From an optimization exercise on the open Yosys and OpenROAD flow, aimed at small area; shortcuts taken in it are not production practice. Where RTL was checked, it was by simulation tests only, not by an equivalence proof against the original. For runs 1, 3 and 4, only the layout was checked, not whether the RTL still works. The clock cells of runs 3 and 5 to 7 come from the design's own scripts or RTL, not from TritonCTS. The clock input has no modelled driver; a real chip could not lean on it and would need a root buffer or a full tree. No activity file was given, so power comes from the tool's default toggle rates.

`flow/flow/run.sh`:
```
#!/bin/bash
# Standard ORFS layout with smaller port buffers and a lighter clock tree.
set -euo pipefail
export BUFFER_PORTS_ARGS="-buffer_cell sky130_fd_sc_hd__buf_1"
export CTS_ARGS="-sink_clustering_enable -repair_clock_nets -dont_use_dummy_load -buf_list {sky130_fd_sc_hd__clkbuf_4 sky130_fd_sc_hd__clkbuf_8}"
bash standard.sh finish > standard_flow.log 2>&1
```
`flow/standard.sh`:
```
#!/bin/bash
# synth_recipe.tcl (not shown) runs the flow's synth.tcl, then flattens the netlist and writes it again
# the make line also repeats each setting of config.mk as NAME=value (left out here)
make -C /OpenROAD-flow-scripts/flow DESIGN_CONFIG=/design/flow/config.mk WORK_HOME=/design/flow/orfs CLKGATE_MAP_FILE= SYNTH_SCRIPT=/design/flow/synth_recipe.tcl "${@:-finish}"
```
`flow/config.mk`:
```
export PLATFORM = sky130hd
export DESIGN_NAME = pcie_cq_engine_64_dword
export DESIGN_NICKNAME = pcie_cq_engine_64_dword
export VERILOG_FILES = /design/flow/design.v
export SDC_FILE = /design/flow/constraint.sdc
export NUM_CORES = 4
export LEC_CHECK = 0
export CAP_MARGIN = 20
export CORE_MARGIN = 2
export CORE_UTILIZATION = 40
export SLEW_MARGIN = 20
```
`flow/constraint.sdc`:
```
create_clock -name core_clock -period 4.0 [get_ports {CLK}]
set_input_delay 0.8000 -clock core_clock [delete_from_list [all_inputs] [get_ports {CLK}]]
set_output_delay 0.8000 -clock core_clock [all_outputs]
set_load 0.01 [all_outputs]
```
`flow/design.v`:
```
`timescale 1ns / 1ps
module pcie_cq_engine_64_dword(
  input                               CLK                   ,
  input                               RST_N                 ,
  input      [64-1:0]   M_AXIS_CQ_TDATA       ,
  input                               M_AXIS_CQ_TLAST       ,
  input                               M_AXIS_CQ_TVALID      ,
  input  [88-1:0]   M_AXIS_CQ_TUSER       ,
  input      [64 / 32-1:0]   M_AXIS_CQ_TKEEP       ,
  output                              M_AXIS_CQ_TREADY      ,
  input                       [5:0]   PCIE_CQ_NP_REQ_COUNT  ,
  output                              PCIE_CQ_NO_REQ        ,
  input                               MEM_WR_BUSY           ,
  output     [64-1:0]   MEM_WR_DATA           ,
  output     [32-1:0]   MEM_WR_ADDR           ,
  output     [64 / 8-1:0]   MEM_WR_KEEP           ,
  output                              MEM_WR_VALD           ,
  output                              MEM_WR_ERRO           ,
  output                              MEM_WR_LAST           ,
  output                    [7:0]     st_test
);
reg   [1:0]   st        ;
reg   [63:0]  rData     ;
reg   [7:0]   rKeep     ;
reg           rDisc     ;    
reg           rVald     ;
reg           rBusy0    ;    
reg           rBusy1    ;    
reg   [30:0]  rAddr     ;    
reg   [10:0]  rLeft     ;    
wire beat  = M_AXIS_CQ_TVALID ;
wire sIdle = ~st[1] & ~st[0]  ;
wire sHdr  =  st[1] & ~st[0]  ;
wire sPay  =  st[1] &  st[0]  ;
wire sWait = ~st[1] &  st[0]  ;
wire hdrOk = (M_AXIS_CQ_TDATA[14:11] == 4'b0001) && (M_AXIS_CQ_TDATA[10:0] != 11'd0) ;
wire fall  = rBusy1 & ~rBusy0 ;
always @(posedge CLK) begin
  if ( !RST_N )
    st <= 2'b00 ;
  else if ( sIdle )
    st <= (beat && M_AXIS_CQ_TUSER[40]) ? 2'b10 : 2'b00 ;
  else if ( sHdr )
    st <= beat ? (hdrOk ? 2'b11 : 2'b00) : 2'b10 ;
  else if ( sPay )
    st <= (beat && M_AXIS_CQ_TLAST) ? 2'b01 : 2'b11 ;
  else
    st <= fall ? 2'b00 : 2'b01 ;
end
always @(posedge CLK) begin
  rVald <= RST_N & sPay & beat ;
end
always @(posedge CLK) begin
  rData  <= M_AXIS_CQ_TDATA        ;
  rKeep  <= M_AXIS_CQ_TUSER[15:8]  ;
  rDisc  <= M_AXIS_CQ_TUSER[41]    ;
  rBusy0 <= MEM_WR_BUSY            ;
  rBusy1 <= rBusy0                 ;
end
wire        left2 = |rLeft[10:1] ;
wire        inc2  = rVald & left2 ;
wire        inc1  = rVald & ~left2 & rLeft[0] ;
wire [30:1] ac ;
assign ac[1] = inc2 | (inc1 & rAddr[0]) ;
genvar i ;
generate for (i = 2; i <= 30; i = i + 1) begin : g_ac
  assign ac[i] = ac[i-1] & rAddr[i-1] ;
end endgenerate
wire [10:1] lb ;
assign lb[1] = inc2 ;
generate for (i = 2; i <= 10; i = i + 1) begin : g_lb
  assign lb[i] = lb[i-1] & ~rLeft[i-1] ;
end endgenerate
always @(posedge CLK) begin
  if ( !st[1] )                       
    rAddr <= {1'b0, M_AXIS_CQ_TDATA[31:2]} ;
  else
    rAddr <= {rAddr[30:1] ^ ac, rAddr[0] ^ inc1} ;
end
always @(posedge CLK) begin
  if ( !st[0] )                       
    rLeft <= M_AXIS_CQ_TDATA[10:0] ;
  else
    rLeft <= {rLeft[10:1] ^ lb, rLeft[0] & ~inc1} ;
end
assign M_AXIS_CQ_TREADY = 1'b1 ;
assign PCIE_CQ_NO_REQ   = 1'b0 ;
assign st_test          = {6'd0, st} ;
assign MEM_WR_DATA      = rData ;
assign MEM_WR_ADDR      = {1'b0, rAddr} ;
assign MEM_WR_KEEP      = rKeep ;
assign MEM_WR_VALD      = rVald ;
assign MEM_WR_LAST      = ~st[1] ;
assign MEM_WR_ERRO      = ~st[1] & rDisc ;
endmodule
```
==> reports/summary.log, run 1 <==
qor: cts.clkTransAtPathRegs 60 ps
qor: power.power_per_cell_area 437.9 nW/um^2
qor: power.totalPowerFinal 2328 uW
qor: routing.vias_per_cell 4.457
qor: floorplan.core-area 8806 um^2
qor: grt.via_count_of_the_first_global_routing_pass 2720
qor: worst_hold_path.min-delay-path-class reg -> reg
qor: cts.tritoncts done
qor: synthesis.mappedNetlistArea 3660 um^2
qor: synthesis.synth_largest_area_cell dfxtp_1
qor: sta.grt_setup_unrepaired true
qor: floorplan.design.die.area 9930 um^2
qor: finish.final_cell_area 5315 um^2
qor: cts.clock_latency 420 ps
qor: grt.wire_length_of_the_first_global_routing_pass 12630 um
qor: sta.clock_period_minus_worst_slack 5846 ps
qor: finish.syn_to_final_growth 45.23%
qor: setup_path.crit_required 4300 ps
qor: routing.wire_per_inst 13.84 um
qor: outcome.outcome complete, but fails checks
qor: setup_path.setup.worst_path.start_class flip-flop
qor: setup_path.ff2ff_path_depth 33
qor: routing.number_of_detailed_route_iterations_in_the_first_pass 4
qor: placed_design.placement.cell_area 4916 um^2
qor: synthesis.postSynthAreaPerCell 13.55 um^2
qor: sta.max_clock_freq 171.1 MHz
qor: grt.grt_max_degree 28
qor: setup_path.criticalPathCategory reg -> reg
qor: routing.vias 2674
qor: synthesis.yosys.cell_types.count 26
qor: placed_design.dp_hpwl 6391 um
qor: synthesis.syn-instance-count 270
qor: synthesis.yosysTopAreaCellShare 65.64%
qor: cts.cts_inserted_buffers 17
qor: power.p_leak 0.002164 uW
qor: synthesis.yosysMostFrequentCell dfxtp_1
qor: setup_path.worst-endpoint-arrival 6150 ps
qor: sta.drv_slew 0
qor: floorplan.height_of_the_chip 99.65 um
qor: synthesis.yosysSeqAreaShare 65.64%
qor: synthesis.yosys-top-cells-count 120 x dfxtp_1, 39 x ha_1, 30 x mux2_2
qor: setup_path.slowest_stage_delay_cp 330 ps
qor: synthesis.edff_count_synth 0
qor: cts.h-tree-depth 4
qor: finish.filler_cell_count 747
qor: routing.postRouteWirelength 8303 um
qor: routing.detail_route.iter0.violations 30
qor: grt.gr-total-overflow 0
qor: finish.total_inserted_antenna_cells 0
qor: setup_path.highest_fanout_seen_on_the_critical_path 3
qor: synthesis.flops_latches_synth 120
qor: floorplan.fp-row-count 34
qor: finish.final-instance-count-excl-fill 600
qor: cts.post_cts_hold_buffer_count 0
qor: sta.layout_worst_path_cycle_share 146.2%
qor: sta.fin_worst_skew 30.91 ps
qor: finish.layout-drive-gt1-share 23.37%
qor: grt.grt_util_all_layers 16.90%
qor: grt.antenna_found_initial 0
qor: floorplan.fp.dieW 99.65 um
qor: floorplan.ios 282
qor: outcome.layout.failed_checks setup timing
qor: synthesis.postSynth.asyncResetShare 0%
qor: setup_path.critPathMostFrequentCell ha_4
qor: cts.clk_path_buf_depth 2
qor: sta.setup-violations-final 14
qor: placed_design.gp_congestion 0.7771
qor: flow_run.drv.max_cap_violation_count 0
qor: routing.drc_errors 0
qor: setup_path.worstSetupEndpointType flip-flop
qor: cts.ctsRootBufferMaster clkbuf_8
qor: placed_design.place_inst 566
qor: power.irDropWorstVdd 0.2192 mV
qor: routing.detail-route-antenna-nets 0
qor: synthesis.netlist_top_cells_area dfxtp_1 66%, ha_1 13%, mux2_2 9.2%
qor: sta.timing.slew.headroom 42.89%
qor: setup_path.timing.critical_path.slowest_stage_cell dfxtp_2
qor: sta.tightestPinTransition 855.5 ps
qor: synthesis.synth_flop_cell dfxtp_1
qor: worst_hold_path.hold-path-cell-count 0
qor: cts.tritoncts_num_sinks 120
qor: synthesis.synth_warnings 1
qor: finish.design.final.nets 698
qor: placed_design.port-buffer-count 186
qor: floorplan.starting_density_of_the_core 41.56%
qor: sta.timing.final.hold_violations 0
qor: sta.post-route-worst-setup-slack -1846 ps
registers in the layout, summed over array words and instances (netlist names):
signal and flops:
rAddr 31, rBusy0 1, rBusy1 1, rData 64, rDisc 1, rKeep 8, rLeft 11, rVald 1
st 2
layout by cell type (no fill, tap or decap), drive strengths merged:
cell,synthesis,layout
a31oi,2,2
a21o,1,1
and2,1,1
nand4,1,1
or4b,1,1
inv,11,11
o221a,1,1
nor2b,2,2
conb,2,9
nor4,4,4
clkbuf,3,17
nand2b,1,1
ha,39,39
nand3,1,1
buf,13,214
xnor2,2,2
nor2,15,15
a21oi,12,12
a31o,1,1
mux2,30,30
nor3,1,1
a41o,1,1
o221ai,1,1
dfxtp,120,120
nand2,4,4
worst max-delay path, delay by kind of cell (launching register included):
family	cells	cell delay, ps
muxes	1	250
adders and majority gates	29	4480
AOI/OAI and AO/OA	1	190
DFF	1	330
and+or+nand+nor	2	440
metal layers:
metal | vias up | global-route usage (%) | wire length [um]
met5 | - | 0 | 0
met2 | 97 | 28.53 | 4283
met4 | 0 | 6.744 | 97
met3 | 10 | 6.254 | 485
li1 | 1340 | - | -
met1 | 1227 | 19.43 | 3437
final cells by class:
class	instances	area, um^2	area share [%]
tap	108	135.1	2.542
inverter	11	41.29	0.7768
timing repair buffer	214	908.4	17.09
clock buffer	17	234.0	4.402
sequential	120	2409	45.32
multi-input combinational	130	1588	29.87
path summary, 6_finish.rpt:
kind	slack (ps)	from	endpoint
worst max-delay path	-1850	rLeft[6]$_DFF_P_	rAddr[29]$_DFF_P_
worst max register to register	-1850	rLeft[6]$_DFF_P_	rAddr[29]$_DFF_P_
worst min register to register	390	rBusy0$_DFF_P_	rBusy1$_DFF_P_
worst min-delay path	390	rBusy0$_DFF_P_	rBusy1$_DFF_P_
per-stage QoR:
| step | util, % | TNS (ps) | hold slack (ps) | worst slack [ps] |
|---|---|---|---|---|
| final | 60.36 | -13790 | 391.1 | -1846 |
| after global routing | 60.36 | -15760 | 392.6 | -2002 |
| after CTS | 60.12 | -14280 | 389.8 | -1887 |
| after detailed placement | 55.83 | -14760 | 361.7 | -1919 |
| after global placement | 55.83 | -13940 | 347.5 | -1856 |
| after floorplan | - | -11920 | 330.8 | -1693 |
power by group:
part	total (uW)	leakage [uW]	internal, uW	switching, uW
clock	749	0.000122	372	377
combinational	244	0.00103	123	121
sequential	1330	0.00101	1280	56.7
total	2330	0.00216	1770	555
kinds of logic after synthesis:
group                      count (synthesis)  synth area share [%]
DFF                                      120                 65.64
adders and majority gates                 39                 13.33
and+or+nand+nor                           31                 4.034
muxes                                     30                 9.231
buffers and inverters                     27                 3.829
AOI/OAI and AO/OA                         19                 3.248
other                                      2                0.2052
xor gates and xnor gates                   2                0.4787
timing repair:
action,in CTS,in global routing
setup endpoints to repair,14,15
pin swaps,4,4
buffers inserted,15,2
resized for setup,6,2
==> run 2: changes to the inputs <==
--- a/flow/design.v
+++ b/flow/design.v
@@ -61,11 +61,37 @@
 wire        inc2  = rVald & left2 ;
 wire        inc1  = rVald & ~left2 & rLeft[0] ;
 wire [30:1] ac ;
+genvar i ;
 assign ac[1] = inc2 | (inc1 & rAddr[0]) ;
-genvar i ;
-generate for (i = 2; i <= 30; i = i + 1) begin : g_ac
-  assign ac[i] = ac[i-1] & rAddr[i-1] ;
-end endgenerate
+assign ac[2] = ac[1] & rAddr[1] ;
+assign ac[3] = ac[2] & rAddr[2] ;
+assign ac[4] = ac[3] & rAddr[3] ;
+assign ac[5] = ac[4] & rAddr[4] ;
+assign ac[6] = ac[5] & rAddr[5] ;
+assign ac[7] = ac[6] & rAddr[6] ;
+assign ac[8] = ac[7] & rAddr[7] ;
+assign ac[9] = ac[8] & rAddr[8] ;
+assign ac[10] = ac[9] & rAddr[9] ;
+assign ac[11] = ac[1] & (&rAddr[10:1]) ;
+assign ac[12] = ac[11] & rAddr[11] ;
+assign ac[13] = ac[12] & rAddr[12] ;
+assign ac[14] = ac[13] & rAddr[13] ;
+assign ac[15] = ac[14] & rAddr[14] ;
+assign ac[16] = ac[15] & rAddr[15] ;
+assign ac[17] = ac[16] & rAddr[16] ;
+assign ac[18] = ac[17] & rAddr[17] ;
+assign ac[19] = ac[18] & rAddr[18] ;
+assign ac[20] = ac[19] & rAddr[19] ;
+assign ac[21] = ac[11] & (&rAddr[20:11]) ;
+assign ac[22] = ac[21] & rAddr[21] ;
+assign ac[23] = ac[22] & rAddr[22] ;
+assign ac[24] = ac[23] & rAddr[23] ;
+assign ac[25] = ac[24] & rAddr[24] ;
+assign ac[26] = ac[25] & rAddr[25] ;
+assign ac[27] = ac[26] & rAddr[26] ;
+assign ac[28] = ac[27] & rAddr[27] ;
+assign ac[29] = ac[28] & rAddr[28] ;
+assign ac[30] = ac[29] & rAddr[29] ;
 wire [10:1] lb ;
 assign lb[1] = inc2 ;
 generate for (i = 2; i <= 10; i = i + 1) begin : g_lb
==> reports/summary.log, run 2 <==
qor: finish.syn_to_final_growth 26.57%
qor: routing.vias_per_cell 4.452
qor: setup_path.worst-endpoint-arrival 3690 ps
qor: routing.vias 2618
qor: synthesis.synth_warnings 1
qor: floorplan.core-area 9153 um^2
qor: sta.fin_tns_setup 0 ps
qor: cts.tritoncts_num_sinks 120
qor: setup_path.worst_r2r_endpoint rAddr[29]$_DFF_P_
qor: grt.grt_util_all_layers 15.26%
qor: finish.final-instance-count-excl-fill 588
qor: worst_hold_path.hold_sp rBusy0$_DFF_P_
qor: setup_path.ff2ff_path_depth 16
qor: floorplan.fp.dieW 100.6 um
qor: floorplan.height_of_the_chip 100.6 um
qor: placed_design.gp_congestion 0.7674
qor: grt.via_count_of_the_first_global_routing_pass 2518
qor: flow_run.drv.max_cap_violation_count 0
qor: synthesis.flops_latches_synth 120
qor: finish.layout.cells.most_common buf_1
qor: placed_design.dp_hpwl 5923 um
qor: cts.ctsRootBufferMaster clkbuf_8
qor: setup_path.criticalPathCategory reg -> reg
qor: synthesis.yosysMostFrequentCell dfxtp_1
qor: setup_path.crit_required 4290 ps
qor: grt.grt_max_degree 41
qor: finish.largest_register rData
qor: cts.h-tree-depth 4
qor: setup_path.worstSetupStartpoint rLeft[1]$_DFF_P_
qor: grt.gr-total-overflow 0
qor: cts.clk_path_buf_depth 2
qor: setup_path.highest_fanout_seen_on_the_critical_path 2
qor: sta.timing.slew.headroom 40.73%
qor: routing.detail_route.iter0.violations 62
qor: sta.drv_slew 0
qor: placed_design.placement.cell_area 4493 um^2
qor: setup_path.endpoint rAddr[29]$_DFF_P_
qor: finish.final_cell_mix 186 x buf_1, 119 x dfxtp_1, 37 x ha_1, 28 x mux2_2
qor: setup_path.worstPathCellList nor4_2 > nand4_1 > nor2_1 > ha_1 > o21ai_2 > nor4_2 > ha_1 > ha_1 > ha_1 > ha_1 > ha_1 > ha_1 > ha_1 > ha_1 > ha_1 > mux2_2
qor: cts.clock_latency 410 ps
qor: synthesis.synth_flop_cell dfxtp_1
qor: finish.design.final.nets 681
qor: synthesis.yosys-top-cells-count 120 x dfxtp_1, 37 x ha_1, 28 x mux2_2
qor: floorplan.fp-row-count 35
qor: setup_path.worstSetupEndpointType flip-flop
qor: grt.wire_length_of_the_first_global_routing_pass 11670 um
qor: setup_path.critPathMostFrequentCell ha_1
qor: sta.timing.final.hold_violations 0
qor: setup_path.setup.worst_path.start_class flip-flop
qor: cts.postCtsSetupBuffers 0
qor: synthesis.yosysTopAreaCellShare 64.32%
qor: synthesis.yosys.cell_types.count 29
qor: setup_path.timing.critical_path.slowest_stage_cell nor4_2
qor: floorplan.design.die.area 10130 um^2
qor: sta.tightestPinTransition 889.1 ps
qor: synthesis.syn-instance-count 283
qor: placed_design.place_inst 571
qor: power.power_per_cell_area 472.7 nW/um^2
qor: routing.postRouteWirelength 7618 um
qor: synthesis.postSynthAreaPerCell 13.20 um^2
qor: synthesis.mappedNetlistArea 3735 um^2
qor: sta.layout_worst_path_cycle_share 84.84%
qor: sta.clock_period_minus_worst_slack 3394 ps
qor: sta.fin_worst_skew 25.12 ps
qor: floorplan.ios 282
qor: finish.total_inserted_antenna_cells 0
qor: cts.clkTransAtPathRegs 70 ps
qor: synthesis.netlist_top_cells_area dfxtp_1 64%, ha_1 12%, mux2_2 8.4%
qor: finish.registers_with_the_highest_flip_flop_counts rData: 64 flops, rAddr: 31 flops, rLeft: 11 flops
qor: cts.cts_repair_resize_count 0
qor: cts.cts_inserted_buffers 17
qor: routing.wire_per_inst 12.96 um
qor: finish.largest_reg_flops 64
qor: cts.tritoncts done
qor: setup_path.slowest_stage_delay_cp 370 ps
qor: setup_path.crit-reg2reg-launch rLeft[1]$_DFF_P_
qor: worst_hold_path.min-delay-path-class reg -> reg
qor: finish.layout-drive-gt1-share 10.90%
qor: sta.max_clock_freq 294.7 MHz
qor: finish.final_cell_area 4727 um^2
qor: power.p_leak 0.001994 uW
qor: sta.grt_setup_unrepaired false
qor: grt.antenna_found_initial 0
qor: cts.post_cts_hold_buffer_count 0
qor: routing.detail-route-antenna-nets 0
qor: sta.setup-violations-final 0
qor: power.irDropWorstVdd 0.2740 mV
qor: floorplan.starting_density_of_the_core 40.81%
qor: routing.drc_errors 0
qor: setup_path.setup.reg_to_reg.worst_slack 610 ps
qor: outcome.outcome timing/DRC/antenna clean
qor: synthesis.synth_largest_area_cell dfxtp_1
qor: synthesis.postSynth.asyncResetShare 0%
qor: placed_design.port-buffer-count 186
qor: synthesis.yosysSeqAreaShare 64.32%
qor: routing.number_of_detailed_route_iterations_in_the_first_pass 4
qor: synthesis.edff_count_synth 0
[run 2: cells by family after synthesis]
group,after synthesis,share of synthesized area [%]
flip-flops,120,64.32
AND/OR/NAND/NOR,41,6.131
adder cells (fa/ha/maj),37,12.40
buffers and inverters,31,4.355
multiplexers,28,8.442
AO/OA/AOI/OAI,20,3.216
XOR/XNOR,4,0.9379
other,2,0.2011
[run 2: critical path: cells and delay by family (launching register included)]
family          cells  cell delay (ps)
simple gates        4              970
mux                 1              250
compound gates      1              100
flops               1              320
fa+ha+maj          10             1640
[run 2: layout make-up]
class                      instances  area (um^2)
fill                             858         4425
clock buffer                      17        234.0
multi-input combinational        139         1196
sequential                       120         2404
tap                              111        138.9
timing repair buffer             186        698.2
inverter                          15        56.30
[run 2: where the power goes]
part	total [uW]	internal [uW]	switching (uW)
registers	1310	1270	39.3
clock network	746	372	374
logic	180	78.7	101
[run 2: worst min-delay path by stage]
stage / endpoint / slack [ps] / depth (start not counted)
4_1_cts: rBusy1$_DFF_P_ / 360 / 0
2_1_floorplan: rBusy1$_DFF_P_ / 320 / 0
5_1_grt: rBusy1$_DFF_P_ / 370 / 0
3_5_place_dp: rBusy1$_DFF_P_ / 340 / 0
3_3_place_gp: rBusy1$_DFF_P_ / 330 / 0
6_report: rBusy1$_DFF_P_ / 350 / 0
[run 2: per-layer routing]
layer | vias up | wire (um) | GRT usage [%]
met3 | 9 | 527 | 5.895
met4 | 0 | 103 | 6.955
met1 | 1181 | 3089 | 16.89
met5 | - | 0 | 0
li1 | 1325 | - | -
met2 | 103 | 3898 | 25.85
[run 2: per-stage QoR]
stage                     hold WS [ps]  total power, uW  worst slack [ps]  utilization, %
final                            351.9             2234             606.5           51.65
after global routing             372.6             2348             274.2           51.65
after CTS                        355.7             2276             552.9           51.65
after detailed placement         340.9             1518             566.2           49.09
after global placement           331.5             1512             593.6           49.09
after floorplan                  322.6             1426             973.9               -
==> run 3: changes to the inputs <==
--- a/flow/design.v
+++ b/flow/design.v
@@ -27,7 +27,7 @@
 reg           rBusy0    ;    
 reg           rBusy1    ;    
 reg   [30:0]  rAddr     ;    
-reg   [10:0]  rLeft     ;    
+reg   [10:0]  rLeftN    ;    
 wire beat  = M_AXIS_CQ_TVALID ;
 wire sIdle = ~st[1] & ~st[0]  ;
 wire sHdr  =  st[1] & ~st[0]  ;
@@ -57,9 +57,9 @@
   rBusy0 <= MEM_WR_BUSY            ;
   rBusy1 <= rBusy0                 ;
 end
-wire        left2 = |rLeft[10:1] ;
+wire        left2 = ~&rLeftN[10:1] ;
 wire        inc2  = rVald & left2 ;
-wire        inc1  = rVald & ~left2 & rLeft[0] ;
+wire        inc1  = rVald & ~left2 & ~rLeftN[0] ;
 wire [30:1] ac ;
 genvar i ;
 assign ac[1] = inc2 | (inc1 & rAddr[0]) ;
@@ -95,7 +95,7 @@
 wire [10:1] lb ;
 assign lb[1] = inc2 ;
 generate for (i = 2; i <= 10; i = i + 1) begin : g_lb
-  assign lb[i] = lb[i-1] & ~rLeft[i-1] ;
+  assign lb[i] = lb[i-1] & rLeftN[i-1] ;
 end endgenerate
 always @(posedge CLK) begin
   if ( !st[1] )                       
@@ -105,9 +105,9 @@
 end
 always @(posedge CLK) begin
   if ( !st[0] )                       
-    rLeft <= M_AXIS_CQ_TDATA[10:0] ;
+    rLeftN <= ~M_AXIS_CQ_TDATA[10:0] ;
   else
-    rLeft <= {rLeft[10:1] ^ lb, rLeft[0] & ~inc1} ;
+    rLeftN <= {rLeftN[10:1] ^ lb, rLeftN[0] | inc1} ;
 end
 assign M_AXIS_CQ_TREADY = 1'b1 ;
 assign PCIE_CQ_NO_REQ   = 1'b0 ;
==> flow/flow/run.sh (replaced) <==
#!/bin/bash
# ORFS layout (the standard.sh) with: 1-unit port buffers, tie cells kept as
# synthesised (one per value), and a hand-built two-level clock tree.
set -euo pipefail
here=$(pwd)
export BUFFER_PORTS_ARGS="-buffer_cell sky130_fd_sc_hd__buf_1"
export SKIP_REPAIR_TIE_FANOUT=1
export PRE_CTS_TCL=$here/flow/pre_cts.tcl
export MCTS_ROOT=sky130_fd_sc_hd__clkbuf_4
export MCTS_LEAF=sky130_fd_sc_hd__clkbuf_8
export MCTS_NLEAF=8
bash standard.sh finish > $here/standard_flow.log 2>&1
==> flow/flow/manual_cts.tcl (new file) <==
# Clock tree built by hand: the clock port drives one root buffer, which drives
# NLEAF leaf buffers; the flip-flops are split into NLEAF equal groups by
# recursive bisection of their placement, each group driven by one leaf buffer
# at its centre.
proc mcts_split {items nparts} {
  # items: list of {x y iterm}; returns list of nparts groups
  if {$nparts <= 1} { return [list $items] }
  set xs [lmap p $items {lindex $p 0}]; set ys [lmap p $items {lindex $p 1}]
  set dx [expr {[tcl::mathfunc::max {*}$xs] - [tcl::mathfunc::min {*}$xs]}]
  set dy [expr {[tcl::mathfunc::max {*}$ys] - [tcl::mathfunc::min {*}$ys]}]
  set idx [expr {$dx >= $dy ? 0 : 1}]
  set sorted [lsort -integer -index $idx $items]
  set n1 [expr {$nparts / 2}]
  set cut [expr {int(round([llength $sorted] * double($n1) / $nparts))}]
  return [concat [mcts_split [lrange $sorted 0 [expr {$cut-1}]] $n1] \
                 [mcts_split [lrange $sorted $cut end] [expr {$nparts - $n1}]]]
}

proc mcts_build {root_master leaf_master nleaf} {
  set db [ord::get_db]
  set block [ord::get_db_block]
  set clk [$block findNet CLK]
  set items {}
  foreach it [$clk getITerms] {
    set b [[$it getInst] getBBox]
    lappend items [list [expr {([$b xMin]+[$b xMax])/2}] [expr {([$b yMin]+[$b yMax])/2}] $it]
  }
  set groups [mcts_split $items $nleaf]
  set lm [$db findMaster $leaf_master]
  set centres {}
  set k 0
  foreach g $groups {
    set sx 0; set sy 0
    foreach p $g { set sx [expr {$sx + [lindex $p 0]}]; set sy [expr {$sy + [lindex $p 1]}] }
    set cx [expr {int($sx / [llength $g])}]; set cy [expr {int($sy / [llength $g])}]
    lappend centres [list $cx $cy]
    set lnet [odb::dbNet_create $block clknet_leaf_$k]
    $lnet setSigType CLOCK
    set linst [odb::dbInst_create $block $lm clkbuf_leaf_$k]
    [$linst findITerm X] connect $lnet
    $linst setLocation $cx $cy
    $linst setPlacementStatus PLACED
    foreach p $g { set it [lindex $p 2]; $it disconnect; $it connect $lnet }
    lappend leaves $linst
    incr k
  }
  if {$root_master ne ""} {
    set rnet [odb::dbNet_create $block clknet_root]
    $rnet setSigType CLOCK
    set rinst [odb::dbInst_create $block [$db findMaster $root_master] clkbuf_root]
    [$rinst findITerm A] connect $clk
    [$rinst findITerm X] connect $rnet
    set sx 0; set sy 0
    foreach c $centres { set sx [expr {$sx + [lindex $c 0]}]; set sy [expr {$sy + [lindex $c 1]}] }
    $rinst setLocation [expr {int($sx / $nleaf)}] [expr {int($sy / $nleaf)}]
    $rinst setPlacementStatus PLACED
    set drv $rnet
  } else { set drv $clk }
  foreach l $leaves { [$l findITerm A] connect $drv }
  set_propagated_clock [all_clocks]
  puts "manual clock tree: root $root_master, $nleaf x $leaf_master, groups [lmap g $groups {llength $g}]"
}
==> flow/flow/pre_cts.tcl (new file) <==
# Replace TritonCTS with a small hand-built clock tree (see manual_cts.tcl).
source [file join [file dirname [info script]] manual_cts.tcl]
rename clock_tree_synthesis tritoncts_unused
proc clock_tree_synthesis {args} {
  mcts_build $::env(MCTS_ROOT) $::env(MCTS_LEAF) $::env(MCTS_NLEAF)
}
==> reports/summary.log, run 3 <==
qor: outcome.outcome timing/DRC/antenna clean
qor: floorplan.ios 282
qor: power.power_per_cell_area 439.8 nW/um^2
qor: synthesis.yosys-top-cells-count 120 x dfxtp_1, 37 x ha_1, 24 x mux2_2
qor: routing.vias_per_cell 4.494
qor: grt.wire_length_of_the_first_global_routing_pass 11230 um
qor: sta.max_clock_freq 304.9 MHz
qor: sta.setup-violations-final 0
qor: power.totalPowerFinal 2010 uW
qor: setup_path.worst-endpoint-arrival 3650 ps
qor: routing.drc_errors 0
qor: grt.grt_max_degree 28
qor: cts.clkTransAtPathRegs 90 ps
qor: finish.total_inserted_antenna_cells 0
qor: grt.gr-max-usage-layer met2
qor: cts.postCtsSetupBuffers 0
qor: flow_run.drv.max_cap_violation_count 0
qor: finish.final-instance-count-excl-fill 563
qor: grt.use_met2 22.92%
qor: synthesis.postSynthAreaPerCell 13.70 um^2
qor: grt.gr-total-overflow 0
qor: setup_path.worstSetupEndpointType flip-flop
qor: sta.clock_period_minus_worst_slack 3280 ps
qor: worst_hold_path.hold-path-cell-count 0
qor: routing.detail-route-antenna-nets 0
qor: synthesis.postSynth.asyncResetShare 0%
qor: synthesis.netlist_top_cells_area dfxtp_1 65%, ha_1 12%, mux2_2 7.3%
qor: floorplan.height_of_the_chip 100.4 um
qor: setup_path.setup.worst_path.start_class flip-flop
qor: setup_path.timing.critical_path.slowest_stage_cell dfxtp_1
qor: setup_path.highest_fanout_seen_on_the_critical_path 2
qor: sta.timing.final.hold_violations 0
qor: grt.via_count_of_the_first_global_routing_pass 2381
qor: placed_design.dp_hpwl 5868 um
qor: sta.drv_slew 0
qor: floorplan.design.die.area 10070 um^2
qor: routing.wire_per_inst 13.23 um
qor: sta.fin_worst_hold_slack 351.9 ps
qor: sta.tightestPinTransition 801.2 ps
qor: cts.post_cts_hold_buffer_count 0
qor: cts.clock_latency 470 ps
qor: setup_path.ff2ff_path_depth 17
qor: setup_path.crit_path_leading_delay_family adder cells
qor: synthesis.flops_latches_synth 120
qor: synthesis.synth_warnings 1
qor: synthesis.synth_flop_cell dfxtp_1
qor: synthesis.yosys.cell_types.count 33
qor: finish.largest_reg_flops 64
qor: placed_design.port-buffer-count 186
qor: synthesis.yosysMostFrequentCell dfxtp_1
qor: finish.filler_cell_count 883
qor: grt.grt.met1_usage 17.57%
qor: finish.layout-drive-gt1-share 9.513%
qor: finish.registers_with_the_highest_flip_flop_counts rData: 64 flops, rAddr: 31 flops, rLeftN: 11 flops
qor: synthesis.syn-instance-count 271
qor: floorplan.fp.dieW 100.4 um
qor: sta.grt_setup_unrepaired false
qor: grt.grt_util_all_layers 13.50%
qor: finish.seq_area 2404 um^2
qor: power.irDropWorstVdd 0.2589 mV
qor: setup_path.critPathMostFrequentCell ha_1
qor: finish.finish.utilization 50.16%
qor: sta.fin_tns_setup 0 ps
qor: setup_path.crit_required 4370 ps
qor: routing.vias 2530
qor: finish.multi_input_comb_area 1189 um^2
qor: grt.antenna_found_initial 0
qor: setup_path.criticalPathCategory reg -> reg
qor: placed_design.place_inst 554
qor: setup_path.worst-path-buf-inv 0
qor: routing.detail_route.iter0.violations 30
qor: placed_design.gp_congestion 0.7787
qor: power.p_leak 0.001853 uW
qor: finish.final_cell_mix 186 x buf_1, 119 x dfxtp_1, 37 x ha_1, 24 x mux2_2, 14 x nand2_1
qor: floorplan.core-area 9109 um^2
qor: sta.fin_worst_skew 5.681 ps
qor: worst_hold_path.min-delay-path-class reg -> reg
qor: routing.postRouteWirelength 7447 um
qor: grt.grtUsageMet3 3.343%
qor: floorplan.starting_density_of_the_core 40.77%
qor: synthesis.mappedNetlistArea 3714 um^2
qor: synthesis.yosysTopAreaCellShare 64.69%
qor: synthesis.synth_largest_area_cell dfxtp_1
qor: finish.largest_register rData
qor: finish.layout.cells.most_common buf_1
qor: routing.number_of_detailed_route_iterations_in_the_first_pass 4
qor: setup_path.slowest_stage_delay_cp 360 ps
qor: sta.timing.slew.headroom 46.51%
qor: sta.layout_worst_path_cycle_share 82.00%
qor: finish.design.final.nets 656
qor: finish.syn_to_final_growth 23.05%
qor: setup_path.worstPathCellList nand4_1 > nor3_1 > nand2_1 > nor2_1 > ha_1 > o21ai_2 > nor4_2 > ha_1 > ha_1 > ha_1 > ha_1 > ha_1 > ha_1 > ha_1 > ha_1 > ha_1 > mux2_2
qor: synthesis.edff_count_synth 0
qor: setup_path.critical_path_cell_count 17
qor: synthesis.yosysSeqAreaShare 64.69%
qor: floorplan.fp-row-count 35
qor: cts.cts_repair_resize_count 0
## run 3: cell count changes in the layout (fill, tap and decap cells not counted), moves of 2 or more
| cell | previous run | this run |
|---|---|---|
| inv_1 | 15 | 4 |
| a21oi_1 | 12 | 2 |
| mux2_1 | 0 | 4 |
| clkbuf_8 | 17 | 8 |
| o21ai_0 | 3 | 11 |
| conb_1 | 9 | 2 |
| mux2_2 | 28 | 24 |
| nor2_1 | 17 | 6 |
| nand2_1 | 3 | 14 |
| nor4_1 | 2 | 0 |
## run 3: cell families after synthesis
| group | Yosys count | share of synthesized area, % |
|---|---|---|
| DFF | 120 | 64.69 |
| and+or+nand+nor | 41 | 6.469 |
| adders and majority gates | 37 | 12.47 |
| muxes | 29 | 8.760 |
| AOI/OAI and AO/OA | 19 | 3.167 |
| buffers and inverters | 19 | 3.302 |
| xor gates and xnor gates | 4 | 0.9433 |
| other | 2 | 0.2022 |
## run 3: final cells by class
class                      count  share of cell area, %
sequential                   120                  52.60
multi-input combinational    132                  26.01
timing repair buffer         187                  15.44
tap                          111                  3.039
buffer                         9                  2.574
inverter                       4                 0.3286
## run 3: worst paths after layout
| kind | from | endpoint | slack, ps |
|---|---|---|---|
| worst min register to register | rBusy0$_DFF_P_ | rBusy1$_DFF_P_ | 350 |
| worst max-delay path | rLeftN[4]$_DFF_P_ | rAddr[29]$_DFF_P_ | 720 |
| worst min-delay path | rBusy0$_DFF_P_ | rBusy1$_DFF_P_ | 350 |
| worst max register to register | rLeftN[4]$_DFF_P_ | rAddr[29]$_DFF_P_ | 720 |
## run 3: report_power, final
| part | switching (uW) | internal [uW] | leakage (uW) |
|---|---|---|---|
| Clock | 341 | 189 | 0.0000621 |
| Combinational | 99.7 | 76.6 | 0.000780 |
| Sequential | 36.7 | 1270 | 0.00101 |
## run 3: stage by stage
step	cell area, um^2	setup WS [ps]
CTS	4569	662.2
finish	4569	720.1
floorplan	3714	1043
global placement	4452	727.5
global route	4569	366.4
detailed placement	4452	695.0
## run 3: layer usage
metal | up-vias | wire (um)
li1 | 1275 | -
met1 | 1147 | 3109
met2 | 97 | 3567
met3 | 11 | 620
met4 | 0 | 150
met5 | - | 0
==> run 4: changes to the inputs <==
--- a/flow/config.mk
+++ b/flow/config.mk
@@ -7,5 +7,5 @@
 export LEC_CHECK = 0
 export CAP_MARGIN = 20
 export CORE_MARGIN = 2
-export CORE_UTILIZATION = 40
+export CORE_UTILIZATION = 65
 export SLEW_MARGIN = 20
==> reports/summary.log, run 4 <==
qor: synthesis.synth_largest_area_cell dfxtp_1
qor: synthesis.synth_flop_cell dfxtp_1
qor: outcome.tool.error [ERROR PPL-0024] Number of IO pins (282) exceeds maximum number of available positions (280). Increase the die perimeter from 318.34um to 383.52um.
qor: synthesis.syn-instance-count 271
qor: synthesis.postSynth.asyncResetShare 0%
qor: floorplan.fp-row-count 27
qor: floorplan.fp.dieW 79.59 um
qor: synthesis.synth_warnings 1
qor: outcome.stop_stage 3_2_place_iop
qor: synthesis.netlist_top_cells_area dfxtp_1 65%, ha_1 12%, mux2_2 7.3%
qor: synthesis.yosysTopAreaCellShare 64.69%
qor: synthesis.yosys.cell_types.count 33
qor: synthesis.yosysMostFrequentCell dfxtp_1
qor: floorplan.starting_density_of_the_core 67.44%
qor: synthesis.yosys-top-cells-count 120 x dfxtp_1, 37 x ha_1, 24 x mux2_2
qor: synthesis.yosysSeqAreaShare 64.69%
qor: synthesis.flops_latches_synth 120
qor: outcome.outcome stopped before the end
qor: synthesis.edff_count_synth 0
qor: synthesis.mappedNetlistArea 3714 um^2
qor: floorplan.height_of_the_chip 79.59 um
qor: synthesis.postSynthAreaPerCell 13.70 um^2
[run 4: cell counts after synthesis]
Identical to the previous run, type by type.
[run 4: kinds of logic after synthesis]
| logic type | count (synthesis) | share of synthesized area (%) |
|---|---|---|
| and+or+nand+nor | 41 | 6.469 |
| DFF | 120 | 64.69 |
| buffers and inverters | 19 | 3.302 |
| other | 2 | 0.2022 |
| adders and majority gates | 37 | 12.47 |
| muxes | 29 | 8.760 |
| xor gates and xnor gates | 4 | 0.9433 |
| AOI/OAI and AO/OA | 19 | 3.167 |
==> run 5: changes to the inputs <==
--- a/flow/design.v
+++ b/flow/design.v
@@ -27,7 +27,7 @@
 reg           rBusy0    ;    
 reg           rBusy1    ;    
 reg   [30:0]  rAddr     ;    
-reg   [10:0]  rLeftN    ;    
+reg   [10:0]  rLeft     ;    
 wire beat  = M_AXIS_CQ_TVALID ;
 wire sIdle = ~st[1] & ~st[0]  ;
 wire sHdr  =  st[1] & ~st[0]  ;
@@ -57,9 +57,9 @@
   rBusy0 <= MEM_WR_BUSY            ;
   rBusy1 <= rBusy0                 ;
 end
-wire        left2 = ~&rLeftN[10:1] ;
+wire        left2 = |rLeft[10:1] ;
 wire        inc2  = rVald & left2 ;
-wire        inc1  = rVald & ~left2 & ~rLeftN[0] ;
+wire        inc1  = rVald & ~left2 & rLeft[0] ;
 wire [30:1] ac ;
 genvar i ;
 assign ac[1] = inc2 | (inc1 & rAddr[0]) ;
@@ -95,7 +95,7 @@
 wire [10:1] lb ;
 assign lb[1] = inc2 ;
 generate for (i = 2; i <= 10; i = i + 1) begin : g_lb
-  assign lb[i] = lb[i-1] & rLeftN[i-1] ;
+  assign lb[i] = lb[i-1] & ~rLeft[i-1] ;
 end endgenerate
 always @(posedge CLK) begin
   if ( !st[1] )                       
@@ -105,9 +105,9 @@
 end
 always @(posedge CLK) begin
   if ( !st[0] )                       
-    rLeftN <= ~M_AXIS_CQ_TDATA[10:0] ;
+    rLeft <= M_AXIS_CQ_TDATA[10:0] ;
   else
-    rLeftN <= {rLeftN[10:1] ^ lb, rLeftN[0] | inc1} ;
+    rLeft <= {rLeft[10:1] ^ lb, rLeft[0] & ~inc1} ;
 end
 assign M_AXIS_CQ_TREADY = 1'b1 ;
 assign PCIE_CQ_NO_REQ   = 1'b0 ;
--- a/flow/config.mk
+++ b/flow/config.mk
@@ -7,5 +7,5 @@
 export LEC_CHECK = 0
 export CAP_MARGIN = 20
 export CORE_MARGIN = 2
-export CORE_UTILIZATION = 65
+export CORE_UTILIZATION = 40
 export SLEW_MARGIN = 20
==> reports/summary.log, run 5 <==
qor: floorplan.fp-row-count 35
qor: cts.postCtsSetupBuffers 0
qor: setup_path.setup.reg_to_reg.worst_slack 620 ps
qor: placed_design.gp_congestion 0.7499
qor: routing.wire_per_inst 13.12 um
qor: synthesis.yosys.cell_types.count 29
qor: sta.fin_tns_setup 0 ps
qor: placed_design.place_inst 564
qor: synthesis.syn-instance-count 283
qor: finish.layout-drive-gt1-share 9.524%
qor: setup_path.timing.critical_path.slowest_stage_cell nor4_2
qor: sta.drv_slew 0
qor: routing.drc_errors 0
qor: floorplan.starting_density_of_the_core 40.81%
qor: synthesis.mappedNetlistArea 3735 um^2
qor: finish.total_inserted_antenna_cells 0
qor: setup_path.worstSetupStartpoint rLeft[1]$_DFF_P_
qor: finish.largest_register rData
qor: setup_path.crit-reg2reg-launch rLeft[1]$_DFF_P_
qor: power.power_per_cell_area 440.4 nW/um^2
qor: power.irDropWorstVdd 0.2433 mV
qor: routing.postRouteWirelength 7518 um
qor: floorplan.core-area 9153 um^2
qor: worst_hold_path.hold-path-cell-count 0
qor: sta.clock_period_minus_worst_slack 3377 ps
qor: sta.post-route-worst-setup-slack 623.0 ps
qor: setup_path.worst_r2r_endpoint rAddr[29]$_DFF_P_
qor: synthesis.yosysMostFrequentCell dfxtp_1
qor: placed_design.placement.cell_area 4467 um^2
qor: floorplan.height_of_the_chip 100.6 um
qor: grt.grt_util_all_layers 13.89%
qor: floorplan.fp.dieW 100.6 um
qor: synthesis.yosysSeqAreaShare 64.32%
qor: synthesis.synth_flop_cell dfxtp_1
qor: synthesis.edff_count_synth 0
qor: synthesis.yosysTopAreaCellShare 64.32%
qor: floorplan.ios 282
qor: synthesis.flops_latches_synth 120
qor: routing.vias 2566
qor: setup_path.slowest_stage_delay_cp 370 ps
qor: routing.detail_route.iter0.violations 34
qor: routing.vias_per_cell 4.478
qor: outcome.outcome timing/DRC/antenna clean
qor: sta.grt_setup_unrepaired false
qor: synthesis.postSynthAreaPerCell 13.20 um^2
qor: cts.clock_latency 460 ps
qor: worst_hold_path.min-delay-path-class reg -> reg
qor: finish.final_cell_mix 186 x buf_1, 119 x dfxtp_1, 37 x ha_1, 28 x mux2_2, 17 x nor2_1
qor: finish.syn_to_final_growth 22.75%
qor: flow_run.drv.max_cap_violation_count 0
qor: setup_path.setup.worst_path.start_class flip-flop
qor: grt.gr-total-overflow 0
qor: grt.grt_max_degree 41
qor: sta.layout_worst_path_cycle_share 84.43%
qor: setup_path.crit_required 4360 ps
qor: sta.timing.final.hold_violations 0
qor: grt.wire_length_of_the_first_global_routing_pass 11450 um
qor: synthesis.synth_largest_area_cell dfxtp_1
qor: synthesis.synth_warnings 1
qor: setup_path.worst-endpoint-arrival 3730 ps
qor: placed_design.pre_cts_ws 593.4 ps
qor: setup_path.worstSetupEndpointType flip-flop
qor: cts.clkTransAtPathRegs 90 ps
qor: setup_path.worstPathCellList nor4_2 > nand4_1 > nor2_1 > ha_1 > o21ai_2 > nor4_2 > ha_1 > ha_1 > ha_1 > ha_1 > ha_1 > ha_1 > ha_1 > ha_1 > ha_1 > mux2_2
qor: finish.filler_cell_count 867
qor: placed_design.dp_hpwl 5868 um
qor: finish.largest_reg_flops 64
qor: routing.detail-route-antenna-nets 0
qor: setup_path.ff2ff_path_depth 16
qor: synthesis.yosys-top-cells-count 120 x dfxtp_1, 37 x ha_1, 28 x mux2_2
qor: sta.tightestPinTransition 864.1 ps
qor: finish.layout.cells.most_common buf_1
qor: cts.cts_repair_resize_count 0
qor: sta.fin_worst_skew 4.471 ps
qor: finish.final_cell_area 4584 um^2
qor: setup_path.critPathMostFrequentCell ha_1
qor: synthesis.netlist_top_cells_area dfxtp_1 64%, ha_1 12%, mux2_2 8.4%
qor: worst_hold_path.worstHoldEndpoint rBusy1$_DFF_P_
qor: finish.final-instance-count-excl-fill 573
qor: floorplan.design.die.area 10130 um^2
qor: routing.number_of_detailed_route_iterations_in_the_first_pass 4
qor: grt.antenna_found_initial 0
qor: worst_hold_path.hold_sp rBusy0$_DFF_P_
qor: sta.timing.slew.headroom 42.40%
qor: grt.via_count_of_the_first_global_routing_pass 2468
qor: sta.max_clock_freq 296.1 MHz
qor: synthesis.postSynth.asyncResetShare 0%
qor: sta.setup-violations-final 0
qor: setup_path.highest_fanout_seen_on_the_critical_path 2
qor: cts.post_cts_hold_buffer_count 0
qor: finish.registers_with_the_highest_flip_flop_counts rData: 64 flops, rAddr: 31 flops, rLeft: 11 flops
qor: power.p_leak 0.001911 uW
qor: finish.design.final.nets 666
qor: setup_path.criticalPathCategory reg -> reg
qor: placed_design.port-buffer-count 186
-- run 5: routing by layer --
layer  up-vias  share of wire, %  GRT usage (%)  routed length (um)
met4         0               1.9          2.318                 143
met2        95                51          26.05                3797
met3        10               7.4          2.982                 555
met5         -                 0              0                   0
li1       1297                 -              -                   -
met1      1164                40          16.38                3021
-- run 5: area by class of cell --
cell class              count  area [um^2]  share of cell area, %
plain buffers               9        117.6                  2.566
multi-input cells         132         1170                  25.52
flip-flops and latches    120         2404                  52.43
inverters                  15        56.30                  1.228
well taps                 111        138.9                  3.029
repair buffers            186        698.2                  15.23
-- run 5: through the flow --
step / power (uW) / utilization, % / hold WS [ps]
floorplan: 1426 / - / 322.6
global placement: 1512 / 48.80 / 332.0
detailed placement: 1519 / 48.80 / 339.9
CTS: 2058 / 50.09 / 355.2
global route: 2122 / 50.09 / 372.0
finish: 2019 / 50.09 / 351.3
-- run 5: power breakdown --
part | total, uW | internal (uW) | switching (uW)
Combinational | 180 | 78.6 | 101
Clock | 533 | 190 | 343
Sequential | 1310 | 1270 | 39.3
-- run 5: cells by family after synthesis --
family                     Yosys count  share of synthesized area (%)
DFF                                120                          64.32
and+or+nand+nor                     41                          6.131
adders and majority gates           37                          12.40
buffers and inverters               31                          4.355
muxes                               28                          8.442
AOI/OAI and AO/OA                   20                          3.216
xor gates and xnor gates             4                         0.9379
other                                2                         0.2011
-- run 5: worst max-delay path, delay by kind of cell, from the launching register on --
| kind | cells | cell delay, ps |
|---|---|---|
| compound gates | 1 | 100 |
| fa+ha+maj | 10 | 1600 |
| mux | 1 | 260 |
| simple gates | 4 | 980 |
| flops | 1 | 330 |
-- run 5: worst max-delay path by stage --
stage               cells after the start                end
finish                                 16  rAddr[29]$_DFF_P_
global route                           16  rAddr[29]$_DFF_P_
CTS                                    16  rAddr[29]$_DFF_P_
detailed placement                     16  rAddr[29]$_DFF_P_
global placement                       16  rAddr[29]$_DFF_P_
floorplan                              16  rAddr[29]$_DFF_P_
==> run 6: changes to the inputs <==
--- a/flow/design.v
+++ b/flow/design.v
@@ -27,7 +27,7 @@
 reg           rBusy0    ;    
 reg           rBusy1    ;    
 reg   [30:0]  rAddr     ;    
-reg   [10:0]  rLeft     ;    
+reg   [10:0]  rLeftN    ;    
 wire beat  = M_AXIS_CQ_TVALID ;
 wire sIdle = ~st[1] & ~st[0]  ;
 wire sHdr  =  st[1] & ~st[0]  ;
@@ -57,9 +57,9 @@
   rBusy0 <= MEM_WR_BUSY            ;
   rBusy1 <= rBusy0                 ;
 end
-wire        left2 = |rLeft[10:1] ;
+wire        left2 = ~&rLeftN[10:1] ;
 wire        inc2  = rVald & left2 ;
-wire        inc1  = rVald & ~left2 & rLeft[0] ;
+wire        inc1  = rVald & ~left2 & ~rLeftN[0] ;
 wire [30:1] ac ;
 genvar i ;
 assign ac[1] = inc2 | (inc1 & rAddr[0]) ;
@@ -70,23 +70,23 @@
 assign ac[6] = ac[5] & rAddr[5] ;
 assign ac[7] = ac[6] & rAddr[6] ;
 assign ac[8] = ac[7] & rAddr[7] ;
-assign ac[9] = ac[8] & rAddr[8] ;
+assign ac[9] = ac[1] & (&rAddr[8:1]) ;
 assign ac[10] = ac[9] & rAddr[9] ;
-assign ac[11] = ac[1] & (&rAddr[10:1]) ;
+assign ac[11] = ac[10] & rAddr[10] ;
 assign ac[12] = ac[11] & rAddr[11] ;
 assign ac[13] = ac[12] & rAddr[12] ;
 assign ac[14] = ac[13] & rAddr[13] ;
 assign ac[15] = ac[14] & rAddr[14] ;
 assign ac[16] = ac[15] & rAddr[15] ;
-assign ac[17] = ac[16] & rAddr[16] ;
+assign ac[17] = ac[9] & (&rAddr[16:9]) ;
 assign ac[18] = ac[17] & rAddr[17] ;
 assign ac[19] = ac[18] & rAddr[18] ;
 assign ac[20] = ac[19] & rAddr[19] ;
-assign ac[21] = ac[11] & (&rAddr[20:11]) ;
+assign ac[21] = ac[20] & rAddr[20] ;
 assign ac[22] = ac[21] & rAddr[21] ;
 assign ac[23] = ac[22] & rAddr[22] ;
 assign ac[24] = ac[23] & rAddr[23] ;
-assign ac[25] = ac[24] & rAddr[24] ;
+assign ac[25] = ac[17] & (&rAddr[24:17]) ;
 assign ac[26] = ac[25] & rAddr[25] ;
 assign ac[27] = ac[26] & rAddr[26] ;
 assign ac[28] = ac[27] & rAddr[27] ;
@@ -95,7 +95,7 @@
 wire [10:1] lb ;
 assign lb[1] = inc2 ;
 generate for (i = 2; i <= 10; i = i + 1) begin : g_lb
-  assign lb[i] = lb[i-1] & ~rLeft[i-1] ;
+  assign lb[i] = lb[i-1] & rLeftN[i-1] ;
 end endgenerate
 always @(posedge CLK) begin
   if ( !st[1] )                       
@@ -105,9 +105,9 @@
 end
 always @(posedge CLK) begin
   if ( !st[0] )                       
-    rLeft <= M_AXIS_CQ_TDATA[10:0] ;
+    rLeftN <= ~M_AXIS_CQ_TDATA[10:0] ;
   else
-    rLeft <= {rLeft[10:1] ^ lb, rLeft[0] & ~inc1} ;
+    rLeftN <= {rLeftN[10:1] ^ lb, rLeftN[0] | inc1} ;
 end
 assign M_AXIS_CQ_TREADY = 1'b1 ;
 assign PCIE_CQ_NO_REQ   = 1'b0 ;
--- a/flow/flow/run.sh
+++ b/flow/flow/run.sh
@@ -6,7 +6,7 @@
 export BUFFER_PORTS_ARGS="-buffer_cell sky130_fd_sc_hd__buf_1"
 export SKIP_REPAIR_TIE_FANOUT=1
 export PRE_CTS_TCL=$here/flow/pre_cts.tcl
-export MCTS_ROOT=sky130_fd_sc_hd__clkbuf_4
-export MCTS_LEAF=sky130_fd_sc_hd__clkbuf_8
-export MCTS_NLEAF=8
+export MCTS_ROOT=
+export MCTS_LEAF=sky130_fd_sc_hd__clkbuf_16
+export MCTS_NLEAF=4
 bash standard.sh finish > $here/standard_flow.log 2>&1
--- a/flow/config.mk
+++ b/flow/config.mk
@@ -8,4 +8,5 @@
 export CAP_MARGIN = 20
 export CORE_MARGIN = 2
 export CORE_UTILIZATION = 40
+export PLACE_DENSITY = 0.9
 export SLEW_MARGIN = 20
==> reports/summary.log, run 6 <==
qor: synthesis.yosys.cell_types.count 31
qor: power.power_per_cell_area 431.3 nW/um^2
qor: routing.vias 2590
qor: grt.wire_length_of_the_first_global_routing_pass 12060 um
qor: sta.drv_slew 0
qor: sta.fin_worst_skew 13.64 ps
qor: synthesis.edff_count_synth 0
qor: synthesis.flops_latches_synth 120
qor: finish.final_cell_mix 186 x buf_1, 119 x dfxtp_1, 36 x ha_1, 27 x mux2_2
qor: synthesis.mappedNetlistArea 3681 um^2
qor: grt.antenna_found_initial 0
qor: finish.layout-drive-gt1-share 8.222%
qor: sta.clock_period_minus_worst_slack 3162 ps
qor: setup_path.worst-path-buf-inv 0
qor: setup_path.timing.critical_path.slowest_stage_cell or4_4
qor: routing.vias_per_cell 4.617
qor: synthesis.yosysTopAreaCellShare 65.26%
qor: finish.total_inserted_antenna_cells 0
qor: power.netSwitchingFraction 21.69%
qor: sta.grt_setup_unrepaired false
qor: finish.syn_to_final_growth 23.05%
qor: grt.via_count_of_the_first_global_routing_pass 2617
qor: setup_path.worstPathCellList nand4_1 > or4_4 > nor2_1 > ha_1 > o21ai_1 > nor3_1 > ha_1 > ha_1 > ha_1 > ha_1 > ha_1 > ha_1 > ha_1 > mux2_2
qor: placed_design.dp_hpwl 6435 um
qor: sta.post-route-worst-setup-slack 838.0 ps
qor: grt.grt_max_degree 31
qor: setup_path.setup.worst_path.start_class flip-flop
qor: setup_path.worst-endpoint-arrival 3230 ps
qor: finish.final_cell_area 4529 um^2
qor: synthesis.synth_warnings 1
qor: setup_path.highest_fanout_seen_on_the_critical_path 3
qor: power.power.clock.fraction 23.9%
qor: power.sequentialPowerShare 66.8%
qor: cts.clkTransAtPathRegs 110 ps
qor: floorplan.ios 282
qor: sta.layout_worst_path_cycle_share 79.05%
qor: setup_path.criticalPathCategory reg -> reg
qor: floorplan.design.die.area 9986 um^2
qor: synthesis.synth_largest_area_cell dfxtp_1
qor: sta.fin_tns_setup 0 ps
qor: floorplan.height_of_the_chip 99.93 um
qor: synthesis.postSynth.asyncResetShare 0%
qor: power.irDropWorstVdd 0.2841 mV
qor: routing.detail_route.iter0.violations 60
qor: sta.setup-violations-final 0
qor: finish.registers_with_the_highest_flip_flop_counts rData: 64 flops, rAddr: 31 flops, rLeftN: 11 flops
qor: cts.cts_repair_resize_count 0
qor: worst_hold_path.min-delay-path-class reg -> reg
qor: placed_design.port-buffer-count 186
qor: sta.tightestPinTransition 771.7 ps
qor: floorplan.core-area 9065 um^2
qor: placed_design.gp_congestion 0.7733
qor: power.p_leak 0.001830 uW
qor: placed_design.placement.cell_area 4429 um^2
qor: finish.largest_register rData
qor: cts.postCtsSetupBuffers 0
qor: setup_path.critPathMostFrequentCell ha_1
qor: sta.timing.slew.headroom 48.48%
qor: routing.detail-route-antenna-nets 0
qor: sta.fin_worst_hold_slack 362.0 ps
qor: power.total_switching_power 423.8 uW
qor: setup_path.crit_required 4070 ps
qor: outcome.outcome timing/DRC/antenna clean
qor: floorplan.starting_density_of_the_core 40.61%
qor: cts.post_cts_hold_buffer_count 0
qor: synthesis.synth_flop_cell dfxtp_1
qor: grt.gr-total-overflow 0
qor: routing.drc_errors 0
qor: setup_path.worstSetupEndpointType flip-flop
qor: cts.clock_latency 170 ps
qor: finish.design.final.nets 653
qor: synthesis.yosysMostFrequentCell dfxtp_1
qor: flow_run.drv.max_cap_violation_count 0
qor: sta.timing.final.hold_violations 0
qor: sta.max_clock_freq 316.3 MHz
qor: placed_design.pre_cts_ws 772.1 ps
qor: routing.wire_per_inst 14.04 um
qor: floorplan.fp.dieW 99.93 um
qor: finish.largest_reg_flops 64
qor: synthesis.yosys-top-cells-count 120 x dfxtp_1, 36 x ha_1, 27 x mux2_2
qor: synthesis.netlist_top_cells_area dfxtp_1 65%, ha_1 12%, mux2_2 8.3%
qor: power.internal-power 1530 uW
qor: routing.postRouteWirelength 7879 um
qor: routing.number_of_detailed_route_iterations_in_the_first_pass 4
qor: finish.layout.cells.most_common buf_1
qor: synthesis.yosysSeqAreaShare 65.26%
qor: setup_path.slowest_stage_delay_cp 510 ps
qor: grt.grt_util_all_layers 14.70%
qor: setup_path.crit_path_leading_delay_family adder cells
qor: synthesis.syn-instance-count 274
qor: floorplan.fp-row-count 35
qor: power.combinational_share_of_power 9.3%
qor: synthesis.postSynthAreaPerCell 13.43 um^2
[run 6: worst reg2reg max path, delay by kind of cell, from the launching register on]
kind,cells,cell delay (ps)
muxes,1,260
adders and majority gates,8,1310
and+or+nand+nor,4,990
DFF,1,360
AOI/OAI and AO/OA,1,160
[run 6: cell families after synthesis]
group	count (synthesis)	share of synthesized area (%)
flip-flops	120	65.26
AND/OR/NAND/NOR	43	6.288
adder cells (fa/ha/maj)	36	12.24
multiplexers	28	8.532
AO/OA/AOI/OAI	20	3.127
buffers and inverters	20	3.161
XOR/XNOR	5	1.190
other	2	0.2040
[run 6: path summary, 6_finish.rpt]
path	from	endpoint	slack (ps)	cells past startpoint
setup reg to reg	rLeftN[2]$_DFF_P_	rAddr[23]$_DFF_P_	840	14
setup / recovery	rLeftN[2]$_DFF_P_	rAddr[23]$_DFF_P_	840	14
hold reg to reg	rBusy0$_DFF_P_	rBusy1$_DFF_P_	360	0
hold / removal	rBusy0$_DFF_P_	rBusy1$_DFF_P_	360	0
[run 6: cell type report]
cell class              count  area (um^2)
inverters                   5        18.77
multi-input cells         134         1162
plain buffers               4        100.1
repair buffers            187        705.7
fillers                   808         4536
well taps                 111        138.9
flip-flops and latches    120         2404
[run 6: metrics by stage]
stage / utilization, % / std cells / total power [uW]
finish: 49.97 / 561 / 1954
floorplan: - / 274 / 1421
CTS: 49.97 / 561 / 1968
global route: 49.97 / 561 / 2034
detailed placement: 48.86 / 557 / 1517
global placement: 48.86 / 557 / 1503
[run 6: power by group through the flow]
stage / Clock (uW) / Sequential (uW) / Combinational [uW]
finish: 467 / 1310 / 181
global route: 519 / 1310 / 201
global placement: 0 / 1330 / 175
floorplan: 0 / 1360 / 63.4
detailed placement: 0 / 1330 / 183
CTS: 477 / 1310 / 184
[run 6: metal layers]
layer  share of wire [%]  track usage, %  vias up
li1                    -               -     1282
met1                  39           17.56     1193
met2                  52           27.49       99
met3                 6.6           2.368       16
met4                 2.3           3.583        0
met5                   0               0        -
==> run 7: changes to the inputs <==
--- a/flow/config.mk
+++ b/flow/config.mk
@@ -8,5 +8,5 @@
 export CAP_MARGIN = 20
 export CORE_MARGIN = 2
 export CORE_UTILIZATION = 40
-export PLACE_DENSITY = 0.9
+export PLACE_DENSITY = 0.75
 export SLEW_MARGIN = 20
==> reports/summary.log, run 7 <==
qor: routing.detail-route-antenna-nets 0
qor: synthesis.syn-instance-count 274
qor: finish.largest_register rData
qor: synthesis.postSynth.asyncResetShare 0%
qor: floorplan.starting_density_of_the_core 40.61%
qor: finish.filler_cell_count 821
qor: routing.vias_per_cell 4.704
qor: setup_path.worstSetupEndpointType flip-flop
qor: grt.wire_length_of_the_first_global_routing_pass 11540 um
qor: finish.layout.cells.most_common buf_1
qor: placed_design.port-buffer-count 186
qor: finish.syn_to_final_growth 23.05%
qor: setup_path.criticalPathCategory reg -> reg
qor: setup_path.worst-endpoint-arrival 3220 ps
qor: power.irDropWorstVdd 0.2730 mV
qor: synthesis.netlist_top_cells_area dfxtp_1 65%, ha_1 12%, mux2_2 8.3%
qor: finish.total_inserted_antenna_cells 0
qor: floorplan.ios 282
qor: sta.drv_slew 0
qor: setup_path.crit_required 4060 ps
qor: sta.timing.slew.headroom 46.44%
qor: cts.clkTransAtPathRegs 110 ps
qor: sta.clock_period_minus_worst_slack 3155 ps
qor: power.power_per_cell_area 432.0 nW/um^2
qor: cts.clock_latency 170 ps
qor: routing.number_of_detailed_route_iterations_in_the_first_pass 4
qor: floorplan.fp-row-count 35
qor: synthesis.synth_warnings 1
qor: power.p_leak 0.001830 uW
qor: finish.registers_with_the_highest_flip_flop_counts rData: 64 flops, rAddr: 31 flops, rLeftN: 11 flops
qor: synthesis.yosys-top-cells-count 120 x dfxtp_1, 36 x ha_1, 27 x mux2_2
qor: cts.post_cts_hold_buffer_count 0
qor: floorplan.core-area 9065 um^2
qor: floorplan.fp.dieW 99.93 um
qor: synthesis.yosys.cell_types.count 31
qor: synthesis.flops_latches_synth 120
qor: routing.wire_per_inst 13.58 um
qor: placed_design.dp_hpwl 6130 um
qor: outcome.outcome timing/DRC/antenna clean
qor: synthesis.mappedNetlistArea 3681 um^2
qor: placed_design.pre_cts_ws 877.8 ps
qor: finish.seq_area 2404 um^2
qor: sta.layout_worst_path_cycle_share 78.87%
qor: synthesis.yosysSeqAreaShare 65.26%
qor: routing.postRouteWirelength 7620 um
qor: synthesis.yosysMostFrequentCell dfxtp_1
qor: sta.post-route-worst-setup-slack 845.1 ps
qor: grt.grt_max_degree 31
qor: sta.fin_worst_skew 12.69 ps
qor: synthesis.postSynthAreaPerCell 13.43 um^2
qor: cts.postCtsSetupBuffers 0
qor: sta.max_clock_freq 317.0 MHz
qor: sta.setup-violations-final 0
qor: finish.largest_reg_flops 64
qor: synthesis.edff_count_synth 0
qor: floorplan.height_of_the_chip 99.93 um
qor: grt.antenna_found_initial 0
qor: grt.via_count_of_the_first_global_routing_pass 2564
qor: floorplan.design.die.area 9986 um^2
qor: finish.layout-drive-gt1-share 8.222%
qor: worst_hold_path.min-delay-path-class reg -> reg
qor: grt.grt_util_all_layers 13.86%
qor: synthesis.yosysTopAreaCellShare 65.26%
qor: routing.drc_errors 0
qor: flow_run.drv.max_cap_violation_count 0
qor: placed_design.gp_congestion 0.8011
qor: grt.gr-total-overflow 0
qor: cts.cts_repair_resize_count 0
qor: synthesis.synth_flop_cell dfxtp_1
qor: sta.grt_setup_unrepaired false
qor: sta.timing.final.hold_violations 0
qor: setup_path.highest_fanout_seen_on_the_critical_path 3
qor: finish.design.final.nets 653
qor: sta.tightestPinTransition 802.3 ps
qor: routing.detail_route.iter0.violations 63
qor: finish.final_cell_mix 186 x buf_1, 119 x dfxtp_1, 36 x ha_1, 27 x mux2_2
qor: finish.multi_input_comb_area 1162 um^2
qor: setup_path.setup.worst_path.start_class flip-flop
qor: routing.vias 2639
qor: sta.fin_tns_setup 0 ps
qor: synthesis.synth_largest_area_cell dfxtp_1
[run 7: cell counts in the layout (fill, tap and decap cells not counted)]
No cell type changed its count.
[run 7: final cells by class]
type                       instances  area share, %
tap                              111          3.066
multi-input combinational        134          25.66
timing repair buffer             187          15.58
sequential                       120          53.07
inverter                           5         0.4144
buffer                             4          2.210
[run 7: cell families (layout without fill, tap and decap cells)]
family                     after synthesis  count (layout)  share of synthesized area, %
DFF                                    120             120                         65.26
and+or+nand+nor                         43              43                         6.288
adders and majority gates               36              36                         12.24
muxes                                   28              28                         8.532
AOI/OAI and AO/OA                       20              20                         3.127
buffers and inverters                   20             196                         3.161
xor gates and xnor gates                 5               5                         1.190
other                                    2               2                        0.2040
[run 7: layer usage]
layer	up-vias	part of all wire (%)	GRT usage [%]
met5	-	0	0
met3	12	9.2	3.760
met4	0	2.1	2.845
met2	107	51	26.25
met1	1234	38	15.54
li1	1286	-	-
[run 7: report_power, final]
| group | internal (uW) | switching, uW |
|---|---|---|
| registers | 1270 | 39.7 |
| clock network | 186 | 288 |
| logic | 77.2 | 99.3 |
| total | 1530 | 427 |
[run 7: worst paths after layout]
check,end,start,slack (ps),cells after the start
setup / recovery,rAddr[23]$_DFF_P_,rLeftN[4]$_DFF_P_,850,14
hold / removal,rBusy1$_DFF_P_,rBusy0$_DFF_P_,360,0
setup reg to reg,rAddr[23]$_DFF_P_,rLeftN[4]$_DFF_P_,850,14
hold reg to reg,rBusy1$_DFF_P_,rBusy0$_DFF_P_,360,0
[run 7: through the flow]
step / utilization [%] / instances / area, um^2 / total power [uW] / hold slack (ps)
global route: 49.97 / 561 / 4529 / 2041 / 370.1
finish: 49.97 / 561 / 4529 / 1957 / 363.0
floorplan: - / 274 / 3681 / 1421 / 322.6
detailed placement: 48.86 / 557 / 4429 / 1514 / 347.8
global placement: 48.86 / 557 / 4429 / 1504 / 330.0
CTS: 49.97 / 561 / 4529 / 1977 / 366.6
[run 7: worst max-delay path, cell delays in order, from the launching register on]
cell and delay [ps]:
dfxtp_1 370, nand4_1 130, or4_4 500, nor2_1 100, ha_1 170, o21ai_1 160
nor3_1 230, ha_1 180, ha_1 150, ha_1 150, ha_1 140, ha_1 150
ha_1 140, ha_1 220, mux2_2 250

-- what the ideal ports hide --
The flow's constraints put no driver on any port. The routed layouts listed below were extracted and timed again, unchanged, in two steps. Step 1: set_driving_cell puts a clkbuf_16 on CLK and a buf_2 on each other input, an assumption about the parent block. Step 2 moves the port delays by t, midway between the first and last clock arrival at a register: inputs arrive t later, outputs are due t later. That takes back most of the time a late clock gives input paths. Slacks: ideal ports / drivers / drivers and shift; pairs: ideal ports / drivers.
| run | shift t [ns] | setup WS [ns] | worst setup path after step 2 |
|---|---|---|---|
| run 1 | 0.436 | -1.846 / -1.846 / -1.846 | register to register |
| run 2 | 0.426 | 0.606 / 0.606 / 0.606 | register to register |
| run 3 | 0.500 | 0.720 / 0.720 / 0.720 | register to register |
| run 5 | 0.486 | 0.623 / 0.623 / 0.623 | register to register |
| run 6 | 0.243 | 0.838 / 0.838 / 0.838 | register to register |
| run 7 | 0.246 | 0.845 / 0.845 / 0.845 | register to register |
